What follows belongs to an exercise in optimizing a design on an open flow for small area; a production flow would make more cautious choices. At most, simulation tests tie the RTL to the original design; equivalence was not proved. Power figures rest on the tool's default switching activity, not on a simulated workload.

==> flow/design.v (excerpt) <==
module top(clk, reset_n, M0_req, M0_address, M0_wr, M0_dout, M0_grant, M_din, timer_interrupt, fifo_cnt, fifo_flag);
make LEC_CHECK=0 CAP_MARGIN=20 CORE_MARGIN=2 CORE_UTILIZATION=60 CTS_BUF_LIST=sky130_fd_sc_hd__clkbuf_8 CTS_CLUSTER_DIAMETER=60 CTS_CLUSTER_SIZE=15 GPL_TIMING_DRIVEN=0 SLEW_MARGIN=20 SYNTH_HIERARCHICAL=1 finish   # period 6.0 ns
run.sh (not shown) runs the stock make flow with config.mk's settings and CLKGATE_MAP_FILE= SYNTH_SCRIPT=/design/flow/synth_recipe.tcl, a recipe that flattens the netlist after the stock synthesis.
Change:
--- a/flow/design.v
+++ b/flow/design.v
@@ -27,104 +27,84 @@
 	reg		[2:0]	ms;
 	reg		[1:0]	cs;		 
 	reg		[7:0]	cv;		 
 	reg		[7:0]	lv;		 
 	reg		[7:0]	la;		 
 	reg				con;	 
 	reg		[2:0]	cat;	 
 	reg		[1:0]	fr;		 
 	reg		[2:0]	rsrc;	 
 	reg		[15:0]	cnt_all;	 
-	reg		[11:0]	hd_all;		 
 	reg		[255:0]	mq;			 
 	genvar gi, gk, gb;
 	wire			m1_own = ms[1] & (ms[0] | ~ms[2]);
 	assign			M0_grant = ~m1_own;
 	wire			gra = (ms == MS_GRA);
 	wire	[7:0]	addr = m1_own ? ({8{gra}} & la) : M0_address;
 	wire			wr = ~m1_own & M0_wr;
 	wire	[7:0]	din = M0_dout;
 	wire			hi1 = (addr[7:4] == 4'h1);
 	wire	[3:0]	fdec;
 	assign fdec[0] = hi1 & (addr[3:0] == 4'h1);
 	assign fdec[1] = hi1 & (addr[3:0] == 4'h2);
 	assign fdec[2] = hi1 & (addr[3:0] == 4'h3);
 	assign fdec[3] = hi1 & (addr[3:0] == 4'h4);
 	wire			fhit = |fdec;
 	wire	[1:0]	f = addr[1:0] - 2'd1;
 	wire	[3:0]	c;
-	wire	[2:0]	h;
 	generate
 		for (gb = 0; gb < 4; gb = gb + 1)
 		begin : g_csel
 			mx4 u(.s(addr[1:0]), .d0(cnt_all[12 + gb]), .d1(cnt_all[gb]), .d2(cnt_all[4 + gb]), .d3(cnt_all[8 + gb]), .y(c[gb]));
 		end
-		for (gb = 0; gb < 3; gb = gb + 1)
-		begin : g_hsel
-			mx4 u(.s(addr[1:0]), .d0(hd_all[9 + gb]), .d1(hd_all[gb]), .d2(hd_all[3 + gb]), .d3(hd_all[6 + gb]), .y(h[gb]));
-		end
 	endgenerate
 	wire			c_empty = ~(c[3] | c[2] | c[1] | c[0]);
 	wire			c_is7 = c[2] & c[1] & c[0];
 	wire			c_is1 = c[0] & ~(c[2] | c[1]);
 	wire			do_w = wr & ~c[3];
 	wire			do_r = ~wr & ~c_empty;
 	wire	[3:0]	c_new = do_w ? (c + 4'h1) : (c - 4'h1);
-	wire	[2:0]	h_inc = h + 3'h1;
 	wire	[15:0]	cnt_nx;
-	wire	[11:0]	hd_nx;
 	generate
 		for (gi = 0; gi < 4; gi = gi + 1)
 		begin : g_fifo
 			wire	en_c = fdec[gi] & (do_w | do_r);
-			wire	en_h = fdec[gi] & do_r;
 			for (gb = 0; gb < 4; gb = gb + 1)
 			begin : g_c
 				ao22 u(.a1(en_c), .a2(c_new[gb]), .b1(~en_c), .b2(cnt_all[gi*4 + gb]), .y(cnt_nx[gi*4 + gb]));
 			end
-			for (gb = 0; gb < 3; gb = gb + 1)
-			begin : g_h
-				ao22 u(.a1(en_h), .a2(h_inc[gb]), .b1(~en_h), .b2(hd_all[gi*3 + gb]), .y(hd_nx[gi*3 + gb]));
-			end
 		end
 	endgenerate
 	always @(posedge clk or negedge reset_n)
 	begin
 		if (!reset_n)
-		begin
 			cnt_all <= 16'h0;
-			hd_all <= 12'h0;
-		end
 		else
-		begin
 			cnt_all <= cnt_nx;
-			hd_all <= hd_nx;
-		end
 	end
-	wire	[2:0]	wslot = h + c[2:0] + 3'd1;
-	wire	[7:0]	wsdec = 8'h01 << wslot;
-	wire	[31:0]	we;
 	wire	[255:0]	mnext;
 	generate
 		for (gi = 0; gi < 4; gi = gi + 1)
 		begin : g_wf
+			wire	we = fdec[gi] & do_w;
+			wire	wen = ~we;
 			for (gk = 0; gk < 8; gk = gk + 1)
-			begin : g_we
-				assign we[gi*8 + gk] = fdec[gi] & do_w & wsdec[gk];
-			end
-		end
-		for (gk = 0; gk < 32; gk = gk + 1)
-		begin : g_slot
-			wire	wen = ~we[gk];
-			for (gb = 0; gb < 8; gb = gb + 1)
-			begin : g_bit
-				ao22 u_hold(.a1(we[gk]), .a2(din[gb]), .b1(wen), .b2(mq[gk*8 + gb]), .y(mnext[gk*8 + gb]));
+			begin : g_slot
+				for (gb = 0; gb < 8; gb = gb + 1)
+				begin : g_bit
+					wire	d;
+					if (gk == 0)
+						assign d = din[gb];
+					else
+						assign d = mq[(gi*8 + gk - 1)*8 + gb];
+					ao22 u_hold(.a1(we), .a2(d), .b1(wen), .b2(mq[(gi*8 + gk)*8 + gb]), .y(mnext[(gi*8 + gk)*8 + gb]));
+				end
 			end
 		end
 	endgenerate
 	always @(posedge clk)
 		mq <= mnext;
 	wire	[2:0]	p = (fr == f) ? cat : C_NONE;
 	reg		[2:0]	ncat;
 	always @*
 	begin
 		if (!fhit)
@@ -239,21 +219,21 @@
 			lv <= lv_nx;
 		end
 	end
 	assign timer_interrupt = cs[1];
 	wire	[3:0]	frdec = 4'b0001 << fr;
 	wire			rv = (rsrc == 3'd7);
 	wire	[31:0]	rsel;
 	generate
 		for (gi = 0; gi < 4; gi = gi + 1)
 		begin : g_rsel
-			wire	[7:0]	hdec = 8'h01 << hd_all[gi*3 +: 3];
+			wire	[7:0]	hdec = 8'h01 << cnt_all[gi*4 +: 3];
 			for (gk = 0; gk < 8; gk = gk + 1)
 			begin : g_k
 				assign rsel[gi*8 + gk] = rv & frdec[gi] & hdec[gk];
 			end
 		end
 	endgenerate
 	wire	[7:0]	rs = 8'h01 << rsrc;
 	wire	[7:0]	xsrc;		 
 	assign xsrc[0] = ~((rs[1] & cs[1]) | (rs[2] & con) | (rs[6] & csd[0]));
 	assign xsrc[1] = ~(rs[6] & csd[1]);
After rerunning: The new run completed with no timing, DRC or antenna violations. Setup slack is better by 0.16 ns. Die area decreases by 7.4%. Maximum frequency increases by 3.0%. Critical path depth decreases by 4. Cell count decreases by 11%. Wire length decreases by 17%. Hold slack stays flat. Final area decreases by 7.8%. Power decreases by 15%. Clock-buffer cell count decreases by 4. Non-clock buffer count decreases by 9.
No functional check of the RTL was part of the first run of this note.

## re-timing with driven ports
In the flow no input, the clock included, has a driving cell. The finished layouts below were timed again as built, in two steps.
Step 1 (the two cells are an assumption about what drives the block):
set clk [get_ports {clk}]
set_driving_cell -lib_cell sky130_fd_sc_hd__clkbuf_16 $clk
set_driving_cell -lib_cell sky130_fd_sc_hd__buf_2 [delete_from_list [all_inputs] $clk]
Step 2 times the ports against the registers' clock, not the clock port: input delays grow and output delays shrink by t, the midpoint of the rising clock arrivals with the driver on.
Three values: no drivers, after step 1, after step 2; two values: the first two.
| run | t (ns) | slack for setup (ns) | worst register clock-pin slew, ns |
|---|---|---|---|
| the first run | 0.629 | 0.495 / 0.462 / -0.115 | 0.10 / 0.10 |
| the second run | 0.600 | 0.657 / 0.610 / 1.210 | 0.11 / 0.11 |
With both steps, setup timing fails in the first run, where it was met with ideal ports. The setup slack of the first run, which loses most, moves by -0.033 ns with the drivers and by -0.610 ns with both steps.
